Context: an optimization exercise on an open-source flow, tuned for small area. The choices shown serve that exercise and are no tape-out recipe.
Function was checked by simulation only, so behaviour that the tests miss may differ from the original.
No activity file was given, so power comes from the tool's default toggle rates.

==> design/flow/design.v <==
module fix2float #(
    parameter INT_BITS  = 4,     
    parameter FRAC_BITS = 30     
) (
    input  wire [INT_BITS+FRAC_BITS:0] fixed_i,
    output reg  [31:0] float_o
);
    parameter TOTAL_BITS = INT_BITS + FRAC_BITS + 1;     
    reg                  sign;       
    reg [7:0]            exp;        
    reg [22:0]           mant;       
    reg [TOTAL_BITS-2:0] abs_fixed;  
    reg [TOTAL_BITS-2:0] norm_mant;  
    integer lead_zero;  
    integer i;
    integer msb;        
    always @(*) begin
        i         = 0;
        abs_fixed = 0;
        lead_zero = 0;
        msb       = 0;
        exp       = 8'd0;
        norm_mant = 0;
        mant      = 23'd0;
        sign = fixed_i[TOTAL_BITS-1];      
        if (fixed_i[TOTAL_BITS-2:0] == 0) begin
            float_o = {sign, 31'b0};   
        end else begin
            abs_fixed = sign ? -fixed_i[TOTAL_BITS-2:0] : fixed_i[TOTAL_BITS-2:0];   
            for (i = 1; i <= TOTAL_BITS-2; i = i + 1) begin
                if (abs_fixed[i] == 1'b1)
                    msb = i;
            end
            lead_zero = (msb != 0) ? TOTAL_BITS-2 - msb : 0;
            exp = 127 + msb - FRAC_BITS;     
            norm_mant = abs_fixed << (lead_zero + 1'b1);     
            mant = norm_mant[TOTAL_BITS-2:TOTAL_BITS-24];    
            float_o = {sign, exp, mant};  
        end
    end
endmodule
`timescale 1ns/1ps
module cic_filter (
    input                       clk         , 
    input                       rstn        , 
    input       signed [4:0]    dat_in      ,
    output  reg signed [34:0]   dat_out     ,
    output  reg                 clk_vld_out            
);
reg     signed  [34:0]  section_out1    ; 
reg     signed  [34:0]  section_out2    ;
reg     signed  [34:0]  section_out3    ;
reg     signed  [34:0]  section_out4    ;
reg     signed  [34:0]  section_out5    ;
reg     signed  [34:0]  section_out5_r  ;
reg     signed  [34:0]  section_out5_2r ;
reg     signed  [34:0]  section_out6_r  ;
reg     signed  [34:0]  section_out7_r  ;
reg     signed  [34:0]  section_out8_r  ;
reg     signed  [34:0]  section_out9_r  ;
wire    signed  [34:0]  section_out6    ;
wire    signed  [34:0]  section_out7    ;
wire    signed  [34:0]  section_out8    ;
wire    signed  [34:0]  section_out9    ;
wire    signed  [34:0]  section_out10   ;
reg     [5:0]   cur_cnt         ;
wire            phase_1         ;
always @(posedge clk or negedge rstn)
begin
    if (!rstn)
    begin
        section_out1 <= 35'd0;
        section_out2 <= 35'd0;
        section_out3 <= 35'd0;
        section_out4 <= 35'd0;
        section_out5 <= 35'd0;
    end
    else
    begin
        section_out1 <= dat_in       + section_out1;
        section_out2 <= section_out1 + section_out2;
        section_out3 <= section_out2 + section_out3;
        section_out4 <= section_out3 + section_out4;
        section_out5 <= section_out4 + section_out5;
    end
end
always @(posedge clk or negedge rstn)
begin
    if (!rstn)
        cur_cnt <= 6'd0;
    else 
        cur_cnt <= cur_cnt + 6'd1;
end
assign  phase_1 = (cur_cnt == 6'd1);
assign section_out6  = section_out5_r - section_out5_2r;
assign section_out7  = section_out6   - section_out6_r ;
assign section_out8  = section_out7   - section_out7_r ;
assign section_out9  = section_out8   - section_out8_r ;
assign section_out10 = section_out9   - section_out9_r ;
always @(posedge clk or negedge rstn)
begin
    if (!rstn)
    begin
        section_out5_r  <= 35'd0;
        section_out5_2r <= 35'd0;
        section_out6_r  <= 35'd0;
        section_out7_r  <= 35'd0;
        section_out8_r  <= 35'd0;
        section_out9_r  <= 35'd0;
    end
    else if (phase_1)
    begin
        section_out5_r  <= section_out5;
        section_out5_2r <= section_out5_r;
        section_out6_r  <= section_out6;
        section_out7_r  <= section_out7;
        section_out8_r  <= section_out8;
        section_out9_r  <= section_out9;
    end
end 
always @(posedge clk or negedge rstn)
begin
    if (!rstn)
        dat_out <= 35'd0;
    else if (phase_1)
        dat_out <= section_out10;
end 
always @(posedge clk or negedge rstn)
begin
    if (!rstn)
        clk_vld_out <= 1'b0;
    else
        clk_vld_out <= phase_1;
end 
endmodule  
`timescale 1ns/1ps
module cic_comp_filter (
    input                       clk         ,
    input                       rstn        ,
    input                       clk_vld_in  ,
    input       signed  [34:0]  dat_in      ,
    output  reg                 clk_vld_out ,
    output  reg signed  [34:0]  dat_out
);
    reg     signed  [34:0]      dat_r[13:0]    ;
    wire    signed  [64:0]      dat2[7:0]      ;
    wire    signed  [64:0]      dat3           ;
    wire    signed  [34:0]      dat4           ;
    reg                         cnt            ;
    wire                        clk_vld_out_pre;
    always @(posedge clk or negedge rstn) begin
        if (!rstn) begin
            dat_r[0]    <= 35'd0;
            dat_r[1]    <= 35'd0;
            dat_r[2]    <= 35'd0;
            dat_r[3]    <= 35'd0;
            dat_r[4]    <= 35'd0;
            dat_r[5]    <= 35'd0;
            dat_r[6]    <= 35'd0;
            dat_r[7]    <= 35'd0;
            dat_r[8]    <= 35'd0;
            dat_r[9]    <= 35'd0;
            dat_r[10]   <= 35'd0;
            dat_r[11]   <= 35'd0;
            dat_r[12]   <= 35'd0;
            dat_r[13]   <= 35'd0;
        end
        else if (clk_vld_in) begin
            dat_r[0]    <= dat_in   ;
            dat_r[1]    <= dat_r[0] ;
            dat_r[2]    <= dat_r[1] ;
            dat_r[3]    <= dat_r[2] ;
            dat_r[4]    <= dat_r[3] ;
            dat_r[5]    <= dat_r[4] ;
            dat_r[6]    <= dat_r[5] ;
            dat_r[7]    <= dat_r[6] ;
            dat_r[8]    <= dat_r[7] ;
            dat_r[9]    <= dat_r[8] ;
            dat_r[10]   <= dat_r[9] ;
            dat_r[11]   <= dat_r[10];
            dat_r[12]   <= dat_r[11];
            dat_r[13]   <= dat_r[12];
        end
    end
    always @(posedge clk or negedge rstn) begin
        if (!rstn)
            cnt <= 1'b0;
        else if (clk_vld_in)
            cnt <= ~cnt;
    end
    assign clk_vld_out_pre = clk_vld_in & cnt;
    wire signed [34:0] x[0:7];
    assign x[0] = dat_in   + dat_r[13];
    assign x[1] = dat_r[0] + dat_r[12];
    assign x[2] = dat_r[1] + dat_r[11];
    assign x[3] = dat_r[2] + dat_r[10];
    assign x[4] = dat_r[3] + dat_r[9];
    assign x[5] = dat_r[4] + dat_r[8];
    assign x[6] = dat_r[5] + dat_r[7];
    assign x[7] = dat_r[6];
    assign dat2[0] = {{8{x[0][34]}}, x[0], 22'b0}
                   + {{9{x[0][34]}}, x[0], 21'b0}
                   + {{13{x[0][34]}}, x[0], 17'b0}
                   - {{19{x[0][34]}}, x[0], 11'b0}
                   + {{21{x[0][34]}}, x[0], 9'b0}
                   + {{25{x[0][34]}}, x[0], 5'b0}
                   + {{29{x[0][34]}}, x[0], 1'b0};
    assign dat2[1] = {{10{x[1][34]}}, x[1], 20'b0}
                   + {{15{x[1][34]}}, x[1], 15'b0}
                   + {{18{x[1][34]}}, x[1], 12'b0}
                   + {{19{x[1][34]}}, x[1], 11'b0}
                   + {{21{x[1][34]}}, x[1], 9'b0}
                   + {{22{x[1][34]}}, x[1], 8'b0}
                   + {{24{x[1][34]}}, x[1], 6'b0}
                   - {{27{x[1][34]}}, x[1], 3'b0}
                   + {{29{x[1][34]}}, x[1], 1'b0};
    assign dat2[2] = {{5{x[2][34]}}, x[2], 25'b0}
                   + {{10{x[2][34]}}, x[2], 20'b0}
                   + {{13{x[2][34]}}, x[2], 17'b0}
                   + {{14{x[2][34]}}, x[2], 16'b0}
                   + {{17{x[2][34]}}, x[2], 13'b0}
                   + {{18{x[2][34]}}, x[2], 12'b0}
                   - {{21{x[2][34]}}, x[2], 9'b0}
                   + {{23{x[2][34]}}, x[2], 7'b0}
                   + {{29{x[2][34]}}, x[2], 1'b0};
    assign dat2[3] = {{7{x[3][34]}}, x[3], 23'b0}
                   + {{12{x[3][34]}}, x[3], 18'b0}
                   - {{16{x[3][34]}}, x[3], 14'b0}
                   + {{17{x[3][34]}}, x[3], 13'b0}
                   - {{20{x[3][34]}}, x[3], 10'b0}
                   + {{22{x[3][34]}}, x[3], 8'b0}
                   + {{26{x[3][34]}}, x[3], 4'b0}
                   + {{29{x[3][34]}}, x[3], 1'b0}
                   + {x[3]};
    assign dat2[4] = {{4{x[4][34]}}, x[4], 26'b0}
                   + {{5{x[4][34]}}, x[4], 25'b0}
                   + {{6{x[4][34]}}, x[4], 24'b0}
                   - {{10{x[4][34]}}, x[4], 20'b0}
                   + {{13{x[4][34]}}, x[4], 17'b0}
                   + {{17{x[4][34]}}, x[4], 13'b0}
                   + {{19{x[4][34]}}, x[4], 11'b0}
                   + {{21{x[4][34]}}, x[4], 9'b0}
                   - {{24{x[4][34]}}, x[4], 6'b0}
                   + {{29{x[4][34]}}, x[4], 1'b0}
                   + {x[4]};
    assign dat2[5] = {{5{x[5][34]}}, x[5], 25'b0}
                   + {{6{x[5][34]}}, x[5], 24'b0}
                   + {{9{x[5][34]}}, x[5], 21'b0}
                   + {{11{x[5][34]}}, x[5], 19'b0}
                   + {{12{x[5][34]}}, x[5], 18'b0}
                   + {{20{x[5][34]}}, x[5], 10'b0}
                   + {{23{x[5][34]}}, x[5], 7'b0}
                   + {{25{x[5][34]}}, x[5], 5'b0}
                   + {{26{x[5][34]}}, x[5], 4'b0}
                   + {x[5]};
    assign dat2[6] = {{2{x[6][34]}}, x[6], 28'b0}
                   + {{4{x[6][34]}}, x[6], 26'b0}
                   + {{6{x[6][34]}}, x[6], 24'b0}
                   + {{8{x[6][34]}}, x[6], 22'b0}
                   - {{12{x[6][34]}}, x[6], 18'b0}
                   + {{13{x[6][34]}}, x[6], 17'b0}
                   - {{16{x[6][34]}}, x[6], 14'b0}
                   + {{18{x[6][34]}}, x[6], 12'b0}
                   + {{19{x[6][34]}}, x[6], 11'b0}
                   + {{20{x[6][34]}}, x[6], 10'b0}
                   - {{23{x[6][34]}}, x[6], 7'b0}
                   + {{24{x[6][34]}}, x[6], 6'b0}
                   - {{29{x[6][34]}}, x[6], 1'b0};
    assign dat2[7] = {{1{x[7][34]}}, x[7], 29'b0}
                   + {{4{x[7][34]}}, x[7], 26'b0}
                   + {{6{x[7][34]}}, x[7], 24'b0}
                   + {{7{x[7][34]}}, x[7], 23'b0}
                   - {{10{x[7][34]}}, x[7], 20'b0}
                   + {{14{x[7][34]}}, x[7], 16'b0}
                   - {{17{x[7][34]}}, x[7], 13'b0}
                   + {{20{x[7][34]}}, x[7], 10'b0}
                   + {{25{x[7][34]}}, x[7], 5'b0}
                   + {{26{x[7][34]}}, x[7], 4'b0}
                   - {{29{x[7][34]}}, x[7], 1'b0};
    assign dat3 = - dat2[0]
                  - dat2[1]
                  + dat2[2]
                  + dat2[3]
                  - dat2[4]
                  - dat2[5]
                  + dat2[6]
                  + dat2[7];
    assign dat4 = dat3 >>> 30;
    always @(posedge clk or negedge rstn) begin
        if (!rstn)
            dat_out <= 35'd0;
        else if (clk_vld_out_pre)
            dat_out <= dat4;
    end
    always @(posedge clk or negedge rstn) begin
        if (!rstn)
            clk_vld_out <= 1'b0;
        else
            clk_vld_out <= clk_vld_out_pre;
    end
endmodule
`timescale 1ns/1ps
module hb1_filter (
    input                       clk         ,
    input                       rstn        ,
    input                       clk_vld_in  ,
    input       signed  [34:0]  dat_in      ,
    output  reg                 clk_vld_out ,
    output  reg signed  [34:0]  dat_out
);
    reg     signed  [34:0]      dat0_r[3:0]     ;
    reg     signed  [34:0]      dat1_r[1:0]     ;
    wire    signed  [64:0]      dat2[2:0]       ;
    wire    signed  [64:0]      dat3            ;
    wire    signed  [34:0]      dat4            ;
    reg                         cnt             ;
    wire                        clk_vld_out_0   ;
    wire                        clk_vld_out_1   ;
    always @(posedge clk or negedge rstn) begin
        if (!rstn)
        begin
            dat1_r[0]    <= 35'd0;
            dat1_r[1]    <= 35'd0;
        end
        else if (clk_vld_out_1)
        begin
            dat1_r[0]    <= dat_in      ;
            dat1_r[1]    <= dat1_r[0]   ;
        end
    end
    always @(posedge clk or negedge rstn) begin
        if (!rstn)
        begin
            dat0_r[0]    <= 35'd0;
            dat0_r[1]    <= 35'd0;
            dat0_r[2]    <= 35'd0;
            dat0_r[3]    <= 35'd0;
        end
        else if (clk_vld_out_0)
        begin
            dat0_r[0]    <= dat_in      ;
            dat0_r[1]    <= dat0_r[0]   ;
            dat0_r[2]    <= dat0_r[1]   ;
            dat0_r[3]    <= dat0_r[2]   ;
        end
    end
    always @(posedge clk or negedge rstn) begin
        if (!rstn)
            cnt <= 1'b0;
        else if (clk_vld_in)
            cnt <= ~cnt;
    end
    assign clk_vld_out_0 = clk_vld_in & (~cnt);
    assign clk_vld_out_1 = clk_vld_in & cnt;
    wire signed [34:0] x[0:2];
    assign x[0] = dat0_r[0] + dat0_r[3];
    assign x[1] = dat0_r[1] + dat0_r[2];
    assign x[2] = dat1_r[1];
    assign dat2[0] = {{5{x[0][34]}}, x[0], 25'b0}
                   + {{6{x[0][34]}}, x[0], 24'b0}
                   + {{8{x[0][34]}}, x[0], 22'b0}
                   - {{12{x[0][34]}}, x[0], 18'b0}
                   + {{14{x[0][34]}}, x[0], 16'b0}
                   + {{16{x[0][34]}}, x[0], 14'b0}
                   + {{17{x[0][34]}}, x[0], 13'b0}
                   + {{19{x[0][34]}}, x[0], 11'b0}
                   + {{20{x[0][34]}}, x[0], 10'b0}
                   + {{22{x[0][34]}}, x[0], 8'b0}
                   + {{25{x[0][34]}}, x[0], 5'b0}
                   + {{26{x[0][34]}}, x[0], 4'b0}
                   + {{29{x[0][34]}}, x[0], 1'b0};
    assign dat2[1] = {{2{x[1][34]}}, x[1], 28'b0}
                   + {{5{x[1][34]}}, x[1], 25'b0}
                   + {{6{x[1][34]}}, x[1], 24'b0}
                   - {{9{x[1][34]}}, x[1], 21'b0}
                   + {{13{x[1][34]}}, x[1], 17'b0}
                   + {{16{x[1][34]}}, x[1], 14'b0}
                   + {{23{x[1][34]}}, x[1], 7'b0}
                   + {{27{x[1][34]}}, x[1], 3'b0}
                   + {{28{x[1][34]}}, x[1], 2'b0};
    assign dat2[2] = {{1{x[2][34]}}, x[2], 29'b0};
    assign dat3 = -dat2[0] +dat2[1] +dat2[2];
    assign dat4 = dat3 >>> 30;
    always @(posedge clk or negedge rstn) begin
        if (!rstn)
            dat_out <= 35'd0;
        else if (clk_vld_out_1)
            dat_out <= dat4;
    end
    always @(posedge clk or negedge rstn) begin
        if (!rstn)
            clk_vld_out <= 1'b0;
        else
            clk_vld_out <= clk_vld_out_1;
    end
endmodule
`timescale 1ns/1ps
module hb2_filter (
    input                       clk         ,
    input                       rstn        ,
    input                       clk_vld_in  ,
    input       signed  [34:0]  dat_in      ,
    output  reg                 clk_vld_out ,
    output  reg signed  [34:0]  dat_out
);
    reg     signed  [34:0]      dat0_r[37:0]    ;
    reg     signed  [34:0]      dat1_r[18:0]    ;
    wire    signed  [64:0]      dat2[19:0]      ;
    wire    signed  [64:0]      dat3            ;
    wire    signed  [34:0]      dat4            ;
    reg                         cnt             ;
    wire                        clk_vld_out_0   ;
    wire                        clk_vld_out_1   ;
    genvar                      ii              ;
    always @(posedge clk or negedge rstn) begin
        if (!rstn)
            dat1_r[0]    <= 35'd0;
        else if (clk_vld_out_1)
            dat1_r[0]    <= dat_in;
    end
    generate
    for (ii=1;ii<=18;ii=ii+1)
    always @(posedge clk or negedge rstn) begin
        if (!rstn)
            dat1_r[ii]  <= 35'd0;
        else if (clk_vld_out_1)
            dat1_r[ii]  <= dat1_r[ii-1];
    end
    endgenerate
    always @(posedge clk or negedge rstn) begin
        if (!rstn)
            dat0_r[0]    <= 35'd0;
        else if (clk_vld_out_0)
            dat0_r[0]    <= dat_in;
    end
    generate
    for (ii=1;ii<=37;ii=ii+1)
    always @(posedge clk or negedge rstn) begin
        if (!rstn)
            dat0_r[ii]  <= 35'd0;
        else if (clk_vld_out_0)
            dat0_r[ii]  <= dat0_r[ii-1];
    end
    endgenerate
    always @(posedge clk or negedge rstn) begin
        if (!rstn)
            cnt <= 1'b0;
        else if (clk_vld_in)
            cnt <= ~cnt;
    end
    assign clk_vld_out_0 = clk_vld_in & (~cnt);
    assign clk_vld_out_1 = clk_vld_in & cnt;
    wire signed [34:0] x[0:19];
    assign x[0]  =  dat0_r[0]  + dat0_r[37];
    assign x[1]  =  dat0_r[1]  + dat0_r[36];
    assign x[2]  =  dat0_r[2]  + dat0_r[35];
    assign x[3]  =  dat0_r[3]  + dat0_r[34];
    assign x[4]  =  dat0_r[4]  + dat0_r[33];
    assign x[5]  =  dat0_r[5]  + dat0_r[32];
    assign x[6]  =  dat0_r[6]  + dat0_r[31];
    assign x[7]  =  dat0_r[7]  + dat0_r[30];
    assign x[8]  =  dat0_r[8]  + dat0_r[29];
    assign x[9]  =  dat0_r[9]  + dat0_r[28];
    assign x[10] =  dat0_r[10] + dat0_r[27];
    assign x[11] =  dat0_r[11] + dat0_r[26];
    assign x[12] =  dat0_r[12] + dat0_r[25];
    assign x[13] =  dat0_r[13] + dat0_r[24];
    assign x[14] =  dat0_r[14] + dat0_r[23];
    assign x[15] =  dat0_r[15] + dat0_r[22];
    assign x[16] =  dat0_r[16] + dat0_r[21];
    assign x[17] =  dat0_r[17] + dat0_r[20];
    assign x[18] =  dat0_r[18] + dat0_r[19];
    assign x[19] =  dat1_r[18];
    assign dat2[0] = {{18{x[0][34]}}, x[0], 12'b0}
                   - {{22{x[0][34]}}, x[0], 8'b0}
                   + {{25{x[0][34]}}, x[0], 5'b0}
                   - {{29{x[0][34]}}, x[0], 1'b0};
    assign dat2[1] = {{16{x[1][34]}}, x[1], 14'b0}
                   - {{23{x[1][34]}}, x[1], 7'b0}
                   + {{25{x[1][34]}}, x[1], 5'b0}
                   + {{26{x[1][34]}}, x[1], 4'b0}
                   + {x[1]};
    assign dat2[2] = {{15{x[2][34]}}, x[2], 15'b0}
                   + {{16{x[2][34]}}, x[2], 14'b0}
                   - {{20{x[2][34]}}, x[2], 10'b0}
                   + {{22{x[2][34]}}, x[2], 8'b0}
                   + {{23{x[2][34]}}, x[2], 7'b0}
                   + {{25{x[2][34]}}, x[2], 5'b0}
                   + {{27{x[2][34]}}, x[2], 3'b0}
                   + {x[2]};
    assign dat2[3] = {{13{x[3][34]}}, x[3], 17'b0}
                   - {{16{x[3][34]}}, x[3], 14'b0}
                   + {{18{x[3][34]}}, x[3], 12'b0}
                   + {{21{x[3][34]}}, x[3], 9'b0}
                   - {{24{x[3][34]}}, x[3], 6'b0}
                   + {{26{x[3][34]}}, x[3], 4'b0}
                   + {{27{x[3][34]}}, x[3], 3'b0}
                   + {{29{x[3][34]}}, x[3], 1'b0}
                   + {x[3]};
    assign dat2[4] = {{12{x[4][34]}}, x[4], 18'b0}
                   - {{17{x[4][34]}}, x[4], 13'b0}
                   + {{18{x[4][34]}}, x[4], 12'b0}
                   - {{22{x[4][34]}}, x[4], 8'b0}
                   + {{25{x[4][34]}}, x[4], 5'b0}
                   - {{28{x[4][34]}}, x[4], 2'b0};
    assign dat2[5] = {{11{x[5][34]}}, x[5], 19'b0}
                   - {{15{x[5][34]}}, x[5], 15'b0}
                   + {{16{x[5][34]}}, x[5], 14'b0}
                   - {{21{x[5][34]}}, x[5], 9'b0}
                   + {{25{x[5][34]}}, x[5], 5'b0}
                   + {{28{x[5][34]}}, x[5], 2'b0}
                   + {x[5]};
    assign dat2[6] = {{10{x[6][34]}}, x[6], 20'b0}
                   - {{13{x[6][34]}}, x[6], 17'b0}
                   + {{17{x[6][34]}}, x[6], 13'b0}
                   + {{19{x[6][34]}}, x[6], 11'b0}
                   + {{22{x[6][34]}}, x[6], 8'b0}
                   + {{23{x[6][34]}}, x[6], 7'b0}
                   + {{29{x[6][34]}}, x[6], 1'b0}
                   + {x[6]};
    assign dat2[7] = {{10{x[7][34]}}, x[7], 20'b0}
                   + {{11{x[7][34]}}, x[7], 19'b0}
                   + {{16{x[7][34]}}, x[7], 14'b0}
                   + {{17{x[7][34]}}, x[7], 13'b0}
                   + {{19{x[7][34]}}, x[7], 11'b0}
                   + {{22{x[7][34]}}, x[7], 8'b0}
                   + {{25{x[7][34]}}, x[7], 5'b0}
                   + {{26{x[7][34]}}, x[7], 4'b0}
                   + {{27{x[7][34]}}, x[7], 3'b0}
                   - {x[7]};
    assign dat2[8] = {{9{x[8][34]}}, x[8], 21'b0}
                   + {{11{x[8][34]}}, x[8], 19'b0}
                   + {{18{x[8][34]}}, x[8], 12'b0}
                   - {{22{x[8][34]}}, x[8], 8'b0}
                   + {{25{x[8][34]}}, x[8], 5'b0}
                   + {{27{x[8][34]}}, x[8], 3'b0}
                   + {x[8]};
    assign dat2[9] = {{8{x[9][34]}}, x[9], 22'b0}
                   - {{14{x[9][34]}}, x[9], 16'b0}
                   + {{18{x[9][34]}}, x[9], 12'b0}
                   + {{19{x[9][34]}}, x[9], 11'b0}
                   + {{24{x[9][34]}}, x[9], 6'b0}
                   + {{26{x[9][34]}}, x[9], 4'b0}
                   + {{27{x[9][34]}}, x[9], 3'b0}
                   + {x[9]};
    assign dat2[10] = {{8{x[10][34]}}, x[10], 22'b0}
                    + {{9{x[10][34]}}, x[10], 21'b0}
                    + {{19{x[10][34]}}, x[10], 11'b0}
                    + {{20{x[10][34]}}, x[10], 10'b0}
                    + {{27{x[10][34]}}, x[10], 3'b0}
                    - {x[10]};
    assign dat2[11] = {{7{x[11][34]}}, x[11], 23'b0}
                    + {{10{x[11][34]}}, x[11], 20'b0}
                    - {{13{x[11][34]}}, x[11], 17'b0}
                    + {{16{x[11][34]}}, x[11], 14'b0}
                    - {{20{x[11][34]}}, x[11], 10'b0}
                    + {{23{x[11][34]}}, x[11], 7'b0}
                    + {{24{x[11][34]}}, x[11], 6'b0}
                    + {{26{x[11][34]}}, x[11], 4'b0}
                    + {{27{x[11][34]}}, x[11], 3'b0}
                    + {{29{x[11][34]}}, x[11], 1'b0};
    assign dat2[12] = {{7{x[12][34]}}, x[12], 23'b0}
                    + {{8{x[12][34]}}, x[12], 22'b0}
                    + {{10{x[12][34]}}, x[12], 20'b0}
                    - {{13{x[12][34]}}, x[12], 17'b0}
                    + {{16{x[12][34]}}, x[12], 14'b0}
                    + {{18{x[12][34]}}, x[12], 12'b0}
                    + {{19{x[12][34]}}, x[12], 11'b0}
                    + {{25{x[12][34]}}, x[12], 5'b0}
                    + {{27{x[12][34]}}, x[12], 3'b0}
                    + {x[12]};
    assign dat2[13] = {{6{x[13][34]}}, x[13], 24'b0}
                    + {{9{x[13][34]}}, x[13], 21'b0}
                    + {{11{x[13][34]}}, x[13], 19'b0}
                    - {{15{x[13][34]}}, x[13], 15'b0}
                    + {{17{x[13][34]}}, x[13], 13'b0}
                    + {{19{x[13][34]}}, x[13], 11'b0}
                    + {{20{x[13][34]}}, x[13], 10'b0}
                    + {{22{x[13][34]}}, x[13], 8'b0}
                    + {{23{x[13][34]}}, x[13], 7'b0}
                    - {{26{x[13][34]}}, x[13], 4'b0}
                    + {{28{x[13][34]}}, x[13], 2'b0};
    assign dat2[14] = {{6{x[14][34]}}, x[14], 24'b0}
                    + {{7{x[14][34]}}, x[14], 23'b0}
                    + {{9{x[14][34]}}, x[14], 21'b0}
                    + {{11{x[14][34]}}, x[14], 19'b0}
                    - {{14{x[14][34]}}, x[14], 16'b0}
                    + {{16{x[14][34]}}, x[14], 14'b0}
                    + {{18{x[14][34]}}, x[14], 12'b0}
                    - {{23{x[14][34]}}, x[14], 7'b0};
    assign dat2[15] = {{5{x[15][34]}}, x[15], 25'b0}
                    + {{8{x[15][34]}}, x[15], 22'b0}
                    + {{9{x[15][34]}}, x[15], 21'b0}
                    + {{11{x[15][34]}}, x[15], 19'b0}
                    + {{15{x[15][34]}}, x[15], 15'b0}
                    + {{16{x[15][34]}}, x[15], 14'b0}
                    - {{21{x[15][34]}}, x[15], 9'b0}
                    + {{27{x[15][34]}}, x[15], 3'b0}
                    + {{29{x[15][34]}}, x[15], 1'b0}
                    + {x[15]};
    assign dat2[16] = {{4{x[16][34]}}, x[16], 26'b0}
                    - {{7{x[16][34]}}, x[16], 23'b0}
                    + {{9{x[16][34]}}, x[16], 21'b0}
                    + {{10{x[16][34]}}, x[16], 20'b0}
                    + {{12{x[16][34]}}, x[16], 18'b0}
                    - {{15{x[16][34]}}, x[16], 15'b0}
                    + {{20{x[16][34]}}, x[16], 10'b0}
                    + {{22{x[16][34]}}, x[16], 8'b0}
                    + {{24{x[16][34]}}, x[16], 6'b0};
    assign dat2[17] = {{4{x[17][34]}}, x[17], 26'b0}
                    + {{5{x[17][34]}}, x[17], 25'b0}
                    + {{7{x[17][34]}}, x[17], 23'b0}
                    + {{10{x[17][34]}}, x[17], 20'b0}
                    - {{14{x[17][34]}}, x[17], 16'b0}
                    + {{15{x[17][34]}}, x[17], 15'b0}
                    - {{18{x[17][34]}}, x[17], 12'b0}
                    + {{20{x[17][34]}}, x[17], 10'b0}
                    + {{21{x[17][34]}}, x[17], 9'b0}
                    + {{23{x[17][34]}}, x[17], 7'b0}
                    + {{25{x[17][34]}}, x[17], 5'b0}
                    + {{26{x[17][34]}}, x[17], 4'b0}
                    + {{28{x[17][34]}}, x[17], 2'b0}
                    + {x[17]};
    assign dat2[18] = {{2{x[18][34]}}, x[18], 28'b0}
                    + {{4{x[18][34]}}, x[18], 26'b0}
                    + {{8{x[18][34]}}, x[18], 22'b0}
                    + {{11{x[18][34]}}, x[18], 19'b0}
                    + {{13{x[18][34]}}, x[18], 17'b0}
                    + {{14{x[18][34]}}, x[18], 16'b0}
                    + {{16{x[18][34]}}, x[18], 14'b0}
                    + {{20{x[18][34]}}, x[18], 10'b0}
                    + {{23{x[18][34]}}, x[18], 7'b0}
                    - {{27{x[18][34]}}, x[18], 3'b0}
                    + {{29{x[18][34]}}, x[18], 1'b0}
                    + {x[18]};
    assign dat2[19] = {{1{x[19][34]}}, x[19], 29'b0};
    assign dat3 = dat2[0]
                - dat2[1]
                + dat2[2]
                - dat2[3]
                + dat2[4]
                - dat2[5]
                + dat2[6]
                - dat2[7]
                + dat2[8]
                - dat2[9]
                + dat2[10]
                - dat2[11]
                + dat2[12]
                - dat2[13]
                + dat2[14]
                - dat2[15]
                + dat2[16]
                - dat2[17]
                + dat2[18]
                + dat2[19];
    assign dat4 = dat3 >>> 30;
    always @(posedge clk or negedge rstn) begin
        if (!rstn)
            dat_out <= 35'd0;
        else if (clk_vld_out_1)
            dat_out <= dat4;
    end
    always @(posedge clk or negedge rstn) begin
        if (!rstn)
            clk_vld_out <= 1'b0;
        else
            clk_vld_out <= clk_vld_out_1;
    end
endmodule
`timescale 1ns/1ps
module adc_top (
    input  wire                clk,
    input  wire                rstn,
    input  wire signed [4:0]   dat_in,
    output wire                clk_vld_out,
    output wire signed [31:0]  dat_out
);
    wire signed [34:0] cic_dat_out;
    wire signed        cic_clk_vld_out;
    cic_filter u_cic_filter (
        .clk         ( clk             ),
        .rstn        ( rstn            ),
        .dat_in      ( dat_in          ),
        .dat_out     ( cic_dat_out     ),
        .clk_vld_out ( cic_clk_vld_out )
    );
    wire signed        comp_clk_vld_out;
    wire signed [34:0] comp_dat_out;
    cic_comp_filter u_cic_comp_filter (
        .clk         ( clk              ) ,
        .rstn        ( rstn             ) ,
        .clk_vld_in  ( cic_clk_vld_out  ) ,
        .dat_in      ( cic_dat_out      ) ,
        .clk_vld_out ( comp_clk_vld_out ) ,
        .dat_out     ( comp_dat_out     )
    );
    wire                 hb1_clk_vld_out;
    wire signed  [34:0]  hb1_dat_out;
    hb1_filter u_hb1_filter (
        .clk         ( clk              ) ,
        .rstn        ( rstn             ) ,
        .clk_vld_in  ( comp_clk_vld_out ) ,
        .dat_in      ( comp_dat_out     ) ,
        .clk_vld_out ( hb1_clk_vld_out  ) ,
        .dat_out     ( hb1_dat_out      )
    );
    wire signed  [34:0]  hb2_dat_out;
    hb2_filter u_hb2_filter (
        .clk         ( clk             ) ,
        .rstn        ( rstn            ) ,
        .clk_vld_in  ( hb1_clk_vld_out ) ,
        .dat_in      ( hb1_dat_out     ) ,
        .clk_vld_out ( clk_vld_out     ) ,
        .dat_out     ( hb2_dat_out     )
    );
    fix2float u_fix2float (
    .fixed_i ( hb2_dat_out ),
    .float_o ( dat_out     )
);
endmodule
==> design/flow/run.sh <==
#!/bin/bash
# synth_recipe.tcl (not shown) runs the flow's synth.tcl, then flattens the netlist and writes it again
# the make line also repeats each setting of config.mk as NAME=value (left out here)
make -C /OpenROAD-flow-scripts/flow DESIGN_CONFIG=/design/flow/config.mk WORK_HOME=/design/flow/orfs CLKGATE_MAP_FILE= SYNTH_SCRIPT=/design/flow/synth_recipe.tcl finish
==> design/flow/config.mk <==
export PLATFORM = sky130hd
export DESIGN_NAME = adc_top
export DESIGN_NICKNAME = adc_top
export VERILOG_FILES = /design/flow/design.v
export SDC_FILE = /design/flow/constraint.sdc
export NUM_CORES = 8
export LEC_CHECK = 0
export CAP_MARGIN = 20
export CORE_MARGIN = 2
export CORE_UTILIZATION = 40
export SLEW_MARGIN = 20
==> design/flow/constraint.sdc <==
create_clock -name core_clock -period 30.0 [get_ports {clk}]
set_input_delay 6.0000 -clock core_clock [delete_from_list [all_inputs] [get_ports {clk}]]
set_output_delay 6.0000 -clock core_clock [all_outputs]
set_load 0.01 [all_outputs]
==> flow_summary.yaml <==
logic_synthesis:
  yosys_warnings: 10
  synth_top_area_share_pct: 39.8
  syn_area_um2: 461000
  yosys_register_bits: 3233
  ys_seq_area_share_pct: 17.5
  synth-edff-count: 0
  yosysTopAreaCell: "fa_1"
  synth_area_leaders: "fa_1 (40%), dfrtp_1 (18%), ha_1 (11%)"
  synthArstFlopShare_pct: 100
  synth_cell_types: 114
  synth_fp_nets: 59729
  synth_cells: 46495
  ys.flop_type: "dfrtp_1"
  avgSynthCellArea_um2: 9.92
outcome:
  outcome: "complete, no violations"
detailed_routing:
  route.detailed.drc: 0
  dr.pass1.iters: 7
  drt_first_iter_violations: 34136
  wire_per_inst_um: 28.1
  via_count: 329335
  via_per_inst: 5.24
  postRouteAntennaNets: 0
  routed_wl_mm: 1760
timing:
  layout_min_cycle_time_ns: 20.80
  worst_pin_slew_ns: 1.30
  slew_headroom_pct: 13.1
  drv_slew: 0
  finalSetupViolCount: 0
  fin_hold_ws_ns: 0.379
  fin_crit_sh_pct: 69.3
  setup-tns-final_ns: 0
  skew_ns: 0.129
  final_hold_viol_count: 0
  rsz0062_at_grt: "false"
  fmax_mhz: 48.1
clocking:
  hold_buffers: 0
  cts_inserted_buffers: 399
  cts_setup_buffers: 0
  clk_pin_slew_ns: 0.06
  clockBufferDepth: 5
  cts_resized: 0
  clock-sinks: 3233
  root_buffer: "clkbuf_16"
  htree_levels: 5
  clk_latency_ns: 1.16
  cts_tree: "built"
hold_path:
  hold_class: "reg2reg"
worst_setup_path:
  required_ns: 30.95
  critical_path_class: "reg2reg"
  path_common_cell: "fa_1"
  slowest_delay_ns: 0.89
  slowest_stage: "a2111oi_1"
  end_kind: "flop"
  cp-start-kind: "flop"
  crit_fanout: 6
  worstPathArrival_ns: 21.75
pwr:
  irDropWorstVdd_mv: 0.0736
  p_leak_nw: 271
  p_per_area_nw_per_um2: 22.7
global_route:
  gr-total-overflow: 0
  grt_pass1_wl_mm: 2530
  first_global_vias: 338277
  grt_usage_pct: 30.7
  antenna_found_initial: 80
  grt_max_degree: 237
floorplanning:
  core_area_um2: 1150000
  die_w_mm: 1.08
  row_count: 394
  start_util_pct: 40.1
  ios: 40
  dieArea_um2: 1160000
  die_y_mm: 1.08
layout:
  syn2layout_area_growth_pct: 8.97
  stdcell_area_um2: 503000
  drive_gt1_share_pct: 5.89
  finalNetCount: 60483
place:
  place_hpwl_mm: 1500
  portBuffers: 39
  dpl_cell_area_um2: 489000
  gp_congestion: 1.03
flow_run:
  drv_cap: 0
## per-layer routing
metal  up-vias  share of wire [%]  global-route usage, %
met4        20                4.8                   11.3
met2     13468                 41                   43.9
li1     143221                  -                      -
met1    170351                 43                   43.6
met3      2275                 11                   9.56
met5         -              0.013                      0
## worst max-delay path, delay by kind of cell, from the launching register on
kind	cells	cell delay, ns
AO/OA/AOI/OAI	29	8.49
XOR/XNOR	3	0.77
adder cells (fa/ha/maj)	18	8.33
buffers and inverters	4	0.59
flip-flops	1	0.42
AND/OR/NAND/NOR	13	2.05
## metrics by stage
step	utilization, %	setup WS, ns	std cells	power, mW
detailed placement	42.5	9.48	62086	6.26
CTS	43.7	9.47	62808	11.6
finish	43.7	9.20	62860	11.4
global route	43.7	8.33	62819	11.9
floorplan	-	12.88	46495	5.90
global placement	42.5	9.03	62083	6.24
## state kept, by name, summed over array words and instances (netlist names), 70 cells and up
| register | count |
|---|---|
| u_cic_comp_filter.dat_r | 490 |
| u_hb2_filter.dat0_r | 1330 |
| u_hb1_filter.dat0_r | 140 |
| u_hb2_filter.dat1_r | 665 |
| u_hb1_filter.dat1_r | 70 |
## cell usage after synthesis, drive strengths merged, types with 37 or more instances
cell,n
a211o,51
a211oi,124
a21boi,73
a21o,752
a21oi,1446
a31oi,164
a41oi,37
and2,97
and3,171
buf,51
clkbuf,671
dfrtp,3233
fa,9178
ha,4049
inv,10787
mux2,541
mux2i,48
nand2,7593
nand2b,319
nand3,315
nand4,88
nor2,1040
nor2b,258
nor3,335
nor4,43
o2111ai,49
o211ai,79
o21a,285
o21ai,1183
o21bai,315
o31a,41
o31ai,84
o41ai,37
or2,121
or3,113
xnor2,1449
xor2,763
## logic make-up after synthesis
logic type                 synth area share, %
adders and majority gates                 50.8
xor gates and xnor gates                  4.21
buffers and inverters                     9.38
muxes                                     1.43
DFF                                       17.5
and+or+nand+nor                           9.59
AOI/OAI and AO/OA                         7.03
## cell usage in the layout (no fill, tap or decap), types with 313 or more instances in the layout
cell       count
a21o_1       752
a21oi_1     1440
buf_4       1013
clkbuf_16    400
dfrtp_1     3224
fa_1        9178
ha_1        4049
inv_1      10769
mux2_2       539
nand2_1     7584
nand2b_1     317
nand3_1      314
nor2_1      1028
nor3_1       330
o21ai_0     1165
o21bai_1     313
xnor2_1     1255
xor2_1       684
## path summary, 6_finish.rpt
check | startpoint | endpoint | slack, ns | cells past startpoint
max | u_hb2_filter.dat0_r[35][1] | u_hb2_filter.dat_out[33] | 9.20 | 67
max reg2reg | u_hb2_filter.dat0_r[35][1] | u_hb2_filter.dat_out[33] | 9.20 | 67
min | u_hb2_filter.dat1_r[2][9] | u_hb2_filter.dat1_r[3][9] | 0.38 | 2
min in group asynchronous | rstn | u_hb2_filter.dat_out[33] | 4.81 | 1
max in group asynchronous | rstn | u_cic_comp_filter.dat_r[6][10] | 19.75 | 7
min reg2reg | u_hb2_filter.dat1_r[2][9] | u_hb2_filter.dat1_r[3][9] | 0.38 | 2
## cell type report
type                             count  area [um2]
Clock inverter                     177        2330
Tap cell                         15246       19100
Timing Repair Buffer              1075        8470
Multi-Input combinational cell   31751      340000
Clock buffer                       545       11400
Fill cell                       112374      648000
Inverter                         10789       40500
Sequential cell                   3233       80900
Antenna cell                        44         110
## report_power, final
part / total (mW) / internal [mW] / switching, mW
Clock: 5.25 / 3.01 / 2.24
Combinational: 1.55 / 0.701 / 0.847
Sequential: 4.62 / 4.52 / 0.0991

## what the ideal ports hide
Ports are ideal in the flow. The routed layout listed here was re-timed in OpenROAD.
Step 1: set_driving_cell puts a clkbuf_16 on clk and a buf_2 on each other input, an assumption about the parent block.
Step 2 adds t to the input delays and takes it off the output delays; t is the mean of the earliest and latest rising clock arrival at the registers after step 1. Input paths then give back, and output paths get back, about the clock's delay inside the block.
Slacks: ideal ports / drivers / drivers and shift; pairs: ideal ports / drivers.
t (ns): 1.236
setup slack, ns: 9.201 / 9.201 / 9.201
worst setup path after step 2: register to register
worst slew at a driven data input, ns: 0.09
After both steps setup and hold are still met in this run. The setup slack of this run moves by 0.000 ns with the drivers and by 0.000 ns with both steps.
